Background: an optimization exercise with open tools, aiming at small area, a short achievable clock period and few clock cycles per item. Do not read the settings as production practice.
Where RTL was checked, it was by simulation tests only, not by an equivalence proof against the original.
No activity file was given, so power comes from the tool's default toggle rates.

Setup of old:
// lc4_processor
module lc4_processor(input wire         clk,
                     input wire         rst,
                     input wire         gwe,
                     output wire [15:0] o_cur_pc,
                     input wire [15:0]  i_cur_insn_A,
                     input wire [15:0]  i_cur_insn_B,
                     output wire [15:0] o_dmem_addr,
                     input wire [15:0]  i_cur_dmem_data,
                     output wire        o_dmem_we,
                     output wire [15:0] o_dmem_towrite,
                     output wire [ 1:0] test_stall_A,
                     output wire [ 1:0] test_stall_B,
                     output wire [15:0] test_cur_pc_A,
                     output wire [15:0] test_cur_pc_B,
                     output wire [15:0] test_cur_insn_A,
                     output wire [15:0] test_cur_insn_B,
                     output wire        test_regfile_we_A,
                     output wire        test_regfile_we_B,
                     output wire [ 2:0] test_regfile_wsel_A,
                     output wire [ 2:0] test_regfile_wsel_B,
                     output wire [15:0] test_regfile_data_A,
                     output wire [15:0] test_regfile_data_B,
                     output wire        test_nzp_we_A,
                     output wire        test_nzp_we_B,
                     output wire [ 2:0] test_nzp_new_bits_A,
                     output wire [ 2:0] test_nzp_new_bits_B,
                     output wire        test_dmem_we_A,
                     output wire        test_dmem_we_B,
                     output wire [15:0] test_dmem_addr_A,
                     output wire [15:0] test_dmem_addr_B,
                     output wire [15:0] test_dmem_data_A,
                     output wire [15:0] test_dmem_data_B,
                     input  wire [ 7:0] switch_data,
                     output wire [15:0] seven_segment_data,
                     output wire [ 7:0] led_data
                     );
   localparam S   = 2;                        
   localparam NCH = 16 / S;                   
   reg [15:0] pc;                             
   reg        d_valid;                        
   reg [15:0] d_insn;                         
   reg        m_valid;                        
  ...
For scale: about 3300 cells after synthesis, ~310 I/O pins, roughly 31000 um2 of cells after synthesis.
==> flow/config.mk <==
export PLATFORM = sky130hd
export DESIGN_NAME = lc4_processor
export DESIGN_NICKNAME = lc4_processor
export VERILOG_FILES = /design/flow/design.v
export SDC_FILE = /design/flow/constraint.sdc
export NUM_CORES = 4
export LEC_CHECK = 0
export CAP_MARGIN = 50
export CORE_MARGIN = 2
export CORE_UTILIZATION = 40
export SLEW_MARGIN = 70
==> flow/constraint.sdc <==
create_clock -name core_clock -period 38.0 [get_ports {clk}]
set_input_delay 7.6000 -clock core_clock [delete_from_list [all_inputs] [get_ports {clk}]]
set_output_delay 7.6000 -clock core_clock [all_outputs]
set_load 0.01 [all_outputs]
run.sh (not shown) runs the stock make flow with config.mk's settings and CLKGATE_MAP_FILE= SYNTH_SCRIPT=/design/flow/synth_recipe.tcl, a recipe that flattens the netlist after the stock synthesis.
Here is what was changed in the inputs of new compared with old.
- CAP_MARGIN: 50 -> 20
- SLEW_MARGIN: 70 -> 20
[summary]
The clock buffer count in new sits 2 above the value recorded for old. On final cell count without fillers, the lower figure sits with new, not old. Proportion of final cell area spent on non-clock buffers ended up 1.4 points lower on new than on old.
No functional check of the RTL was part of any run of this note.

========
lc4_processor, a different RTL version from the one above (not shown whole).
For scale: ~3100 cells after synthesis, roughly 380 flip-flops, about 30000 um^2 of cells after synthesis.
Design lc4_processor, start of the top module:
module lc4_processor(input wire         clk,
                     input wire         rst,
                     input wire         gwe,
                     output wire [15:0] o_cur_pc,
                     input wire [15:0]  i_cur_insn_A,
                     input wire [15:0]  i_cur_insn_B,
                     output wire [15:0] o_dmem_addr,
                     input wire [15:0]  i_cur_dmem_data,
                     output wire        o_dmem_we,
                     output wire [15:0] o_dmem_towrite,
                     output wire [ 1:0] test_stall_A,
                     output wire [ 1:0] test_stall_B,
                     output wire [15:0] test_cur_pc_A,
                     output wire [15:0] test_cur_pc_B,
                     output wire [15:0] test_cur_insn_A,
                     output wire [15:0] test_cur_insn_B,
                     output wire        test_regfile_we_A,
                     output wire        test_regfile_we_B,
                     output wire [ 2:0] test_regfile_wsel_A,
                     output wire [ 2:0] test_regfile_wsel_B,
                     output wire [15:0] test_regfile_data_A,
                     output wire [15:0] test_regfile_data_B,
                     output wire        test_nzp_we_A,
                     output wire        test_nzp_we_B,
                     output wire [ 2:0] test_nzp_new_bits_A,
                     output wire [ 2:0] test_nzp_new_bits_B,
                     output wire        test_dmem_we_A,
                     output wire        test_dmem_we_B,
                     output wire [15:0] test_dmem_addr_A,
                     output wire [15:0] test_dmem_addr_B,
                     output wire [15:0] test_dmem_data_A,
                     output wire [15:0] test_dmem_data_B,
                     input  wire [ 7:0] switch_data,
                     output wire [15:0] seven_segment_data,
                     output wire [ 7:0] led_data
                     );
export LEC_CHECK = 0
export CAP_MARGIN = 50
export CORE_MARGIN = 2
export CORE_UTILIZATION = 40
export SLEW_MARGIN = 70
export BUFFER_PORTS_ARGS = -buffer_cell sky130_fd_sc_hd__buf_4
create_clock -name core_clock -period 38.0 [get_ports {clk}]
standard.sh (not shown) runs the stock make flow with config.mk's settings and CLKGATE_MAP_FILE= SYNTH_SCRIPT=/design/flow/synth_recipe.tcl, a recipe that flattens the netlist after the stock synthesis.
==> flow/flow/run.sh <==
#!/bin/bash
set -euo pipefail
cat >> config.mk <<'EOC'
export BUFFER_PORTS_ARGS = -buffer_cell sky130_fd_sc_hd__buf_4
EOC
bash standard.sh > flow.log 2>&1
The first run completed without violations.
Testbench counts at the start, summed over its fixed seeds: cycles 73,510, instructions 64,000.
Change:
- CAP_MARGIN: 50 -> 30
- SLEW_MARGIN: 70 -> 50
=>
- clock-buffer cell count goes up by 2
- cell area fell by about 2%
- power went down by 0.66%

========
Another version of the RTL of lc4_processor (not shown whole).
Size in the first run: about 3,000 cells after synthesis, about 310 I/O pins, about 0.029 mm² of cells after synthesis.
==> flow/config.mk <==
export PLATFORM = sky130hd
export DESIGN_NAME = lc4_processor
export DESIGN_NICKNAME = lc4_processor
export VERILOG_FILES = /design/flow/design.v
export SDC_FILE = /design/flow/constraint.sdc
export NUM_CORES = 4
export LEC_CHECK = 0
export CAP_MARGIN = 30
export CORE_MARGIN = 2
export CORE_UTILIZATION = 30
export SLEW_MARGIN = 50
export BUFFER_PORTS_ARGS = -buffer_cell sky130_fd_sc_hd__buf_4
==> flow/constraint.sdc <==
create_clock -name core_clock -period 38.0 [get_ports {clk}]
set_input_delay 7.6000 -clock core_clock [delete_from_list [all_inputs] [get_ports {clk}]]
set_output_delay 7.6000 -clock core_clock [all_outputs]
set_load 0.01 [all_outputs]
Scripts as last shown in full above: flow/flow/run.sh
The starting point completed without violations.
Edit:
CORE_UTILIZATION = 40   (was 30)
The new run went through all stages and came out clean.
Fmax goes down by 1.2%.
Clock skew drops by 0.0059 ns.
Count of clock-buffer cells in the layout rose by 1.
Core utilization is higher by 11 points.
Via count goes down by 0.57%.
Non-clock buffer count went down by 7.
Edit:
CORE_UTILIZATION = 35   (was 40)
Effect: The changed run completed without violations; power fell slightly; utilization decreases by 5.6 points; synthesized cell count is unchanged; combinational power barely changes; hold slack got worse by 0.0067 ns; critical path depth is lower by 1; cell count is higher by a few percent; final area increases slightly; sequential power is about the same.
Edit:
CAP_MARGIN = 40   (was 30)
CORE_UTILIZATION = 40   (was 35)
SLEW_MARGIN = 60   (was 50)
Clock-buffer cell count went up by 7.
Routed wire length went up by 2.1%.
Sequential power stays flat.
Hold slack gains 0.0063 ns.
Synthesized cell count stays the same.
Total power went up by 2.4%.
Die area went down by 12%.
Setup slack loses 0.26 ns.
Non-clock buffer count went down by 1.
No run of this note included a check of the RTL's function; only the layout flow was run.

========
== run A ==
lc4_processor, a different RTL version from the one above (not shown whole).
For scale: roughly 3,100 cells after synthesis, ~310 I/O pins, about 29,000 sq um of cells after synthesis.
clock: 38.0 ns
lec_check: 0
cap_margin: 30
core_margin: 2
core_utilization: 55
slew_margin: 50
buffer_ports_args: -buffer_cell sky130_fd_sc_hd__buf_4
Scripts as last shown in full above: flow/flow/run.sh
Testbench counts of run A, summed over its fixed seeds: cycles 73,510, instructions 64,000.
#### Input delta (run B over run A)
- swapping 55 for 35 in CORE_UTILIZATION
Findings:
- Comparing run A with run B, the final worst-path cycle share came out essentially unchanged.
- Diff run B..run A | sequential cell count | unchanged
- Looking at global-route track usage on met3, run B sits 5.1 points lower than run A does.
- Relative to run A, core area increased by about 60% in run B.
- Diff run A -> run B: number of clock sinks stayed essentially flat; wire length went up; final hold slack -0.0069 ns; initial antenna violation count down 2; die area went up.
> inputs changed (run B -> run C)
- a change of CORE_UTILIZATION from 35 to 40
## What came out
Compared with run B, run C instantiates a smaller number of cells. Run C vs run B — transition at the pin with the smallest max-transition slack rose 0.064 ns. In the tables for run C and run B, count of cells along the worst register-to-register path reads lower with run B. Run C did not stop at any stage, and its layout met the timing, design-rule and antenna checks. Run C ended up with a221oi_1 as its standard cell with the maximum stage delay on the critical path; run B ended up with o311ai_0. Measured against each other, run C and run B differ in global routing met3 resource utilization, the lower figure coming from run B. Compared with run B, in run C total placed cells including tap cells lower; maximum clock frequency +about 4%.
Modified inputs, run D compared to run C
- CAP_MARGIN changed from 30 to 40
- SLEW_MARGIN changed from 50 to 60
--- outcome ---
| initial antenna violation count | run D vs run C | 1 higher |. ~same clock-cell share of area in run C and run D. Against run C as the reference, run D delivers a lower pin slew with the least headroom to its limit. [run D vs run C] clock network power: higher in run D. Run D and run C ended up with roughly the same average routed wire per standard cell. Critical path startpoint = d_rt[0]$_DFFE_PP_: run C; critical path startpoint = w_mem_hi$_DFFE_PP_: run D. When the final numbers for run C and run D were put side by side, the clock skew after layout turned out to be smaller in run D. For number of cells in the finished layout apart from fillers, run D and run C come out practically identical. There was hardly any difference in global-route usage between run D and run C.

========
run Z:
Another version of the RTL of lc4_processor (not shown whole).
Size in the first run: about 3300 cells after synthesis, about 380 flip-flops, about 310 I/O pins.
Settings: LEC_CHECK=0, CAP_MARGIN=50, CORE_MARGIN=2, CORE_UTILIZATION=40, SLEW_MARGIN=70; clock period 38.0 ns.
run.sh (not shown) runs the stock make flow with config.mk's settings and CLKGATE_MAP_FILE= SYNTH_SCRIPT=/design/flow/synth_recipe.tcl, a recipe that flattens the netlist after the stock synthesis.
Stock flow here: none of the scripts above is used.
### run Z -> run R
Settings: putting BUFFER_PORTS_ARGS at -buffer_cell sky130_fd_sc_hd__buf_4 where nothing was set.
==> flow/flow/run.sh (new file) <==
#!/bin/bash
set -euo pipefail
cat >> config.mk <<'EOC'
export BUFFER_PORTS_ARGS = -buffer_cell sky130_fd_sc_hd__buf_4
EOC
bash standard.sh > flow.log 2>&1
==> flow/standard.sh (new file) <==
#!/bin/bash
# synth_recipe.tcl (not shown) runs the flow's synth.tcl, then flattens the netlist and writes it again
# the make line also repeats each setting of config.mk as NAME=value (left out here)
make -C /OpenROAD-flow-scripts/flow DESIGN_CONFIG=/design/flow/config.mk WORK_HOME=/design/flow/orfs CLKGATE_MAP_FILE= SYNTH_SCRIPT=/design/flow/synth_recipe.tcl "${@:-finish}"
removed: flow/run.sh
### Flow results
- Every stage of the flow completed for run R, and the final layout passed the timing, design-rule and antenna checks.
- Re met3 capacity usage during global routing: run R is 1.4 points up on run Z.
- Diff run Z -> run R: fraction of the cycle the final worst path needs saw a decrease, aggregate routed wire length shows no meaningful change, combinational logic power held, count of antenna-violating nets left after detailed routing was more or less identical.
- Compared run R against run Z; area of the multi-input gates within noise.
- When the final numbers for run Z and run R were put side by side, the proportion of layout cells with a drive suffix above 1 turned out to be smaller in run Z.
- STATUS overall power consumption: run R wins against run Z
- On layout-stage area growth over the synthesis result: run R sits below run Z.
- Run R gives more fmax than run Z did.
No functional check of the RTL was part of any run of this note.

## static timing again, ports no longer ideal
No port has a modelled driver above. Below, the same layouts with a new extraction and two added sets of constraints.
Step 1: set_driving_cell puts a clkbuf_16 on clk and a buf_2 on each other input, an assumption about the parent block.
Step 2 adds t to the input delays and takes it off the output delays; t is the mean of the earliest and latest rising clock arrival at the registers after step 1. Input paths then give back, and output paths get back, about the clock's delay inside the block.
a / b / c = no drivers / after step 1 / after step 2; a / b = the first two.
run	t (ns)	setup WS [ns]	hold WS [ns]	clock arrival spread, ns
old	0.645	28.504 / 28.469 / 28.448	0.416 / 0.416 / 0.416	0.040 / 0.040
new	0.651	27.375 / 27.375 / 27.375	0.416 / 0.416 / 0.416	0.047 / 0.048
the first run of note 2	0.640	28.644 / 28.582 / 28.298	0.419 / 0.419 / 0.419	0.048 / 0.048
the second run of note 2	0.643	28.580 / 28.620 / 27.978	0.413 / 0.413 / 0.413	0.046 / 0.047
the first run of note 3	0.631	28.141 / 28.141 / 28.141	0.398 / 0.398 / 0.398	0.041 / 0.041
the second run of note 3	0.631	28.018 / 28.018 / 28.018	0.418 / 0.418 / 0.418	0.035 / 0.035
the third run of note 3	0.612	28.355 / 28.355 / 28.249	0.411 / 0.411 / 0.411	0.034 / 0.034
the fourth run of note 3	0.637	28.090 / 28.090 / 28.090	0.417 / 0.417 / 0.417	0.034 / 0.034
run A	0.639	28.257 / 28.257 / 28.099	0.417 / 0.417 / 0.417	0.026 / 0.026
run B	0.655	28.306 / 28.306 / 28.306	0.411 / 0.411 / 0.411	0.025 / 0.025
run C	0.642	28.668 / 28.668 / 28.320	0.416 / 0.416 / 0.416	0.046 / 0.046
run D	0.643	28.756 / 28.695 / 28.541	0.418 / 0.418 / 0.418	0.042 / 0.042
run Z	0.637	28.479 / 28.417 / 28.533	0.416 / 0.416 / 0.416	0.042 / 0.042
run R	0.646	28.740 / 28.740 / 28.208	0.412 / 0.412 / 0.412	0.031 / 0.032
After both steps setup and hold are still met in every run listed. The setup slack of the second run of note 2, which loses most, moves by +0.040 ns with the drivers and by -0.602 ns with both steps.
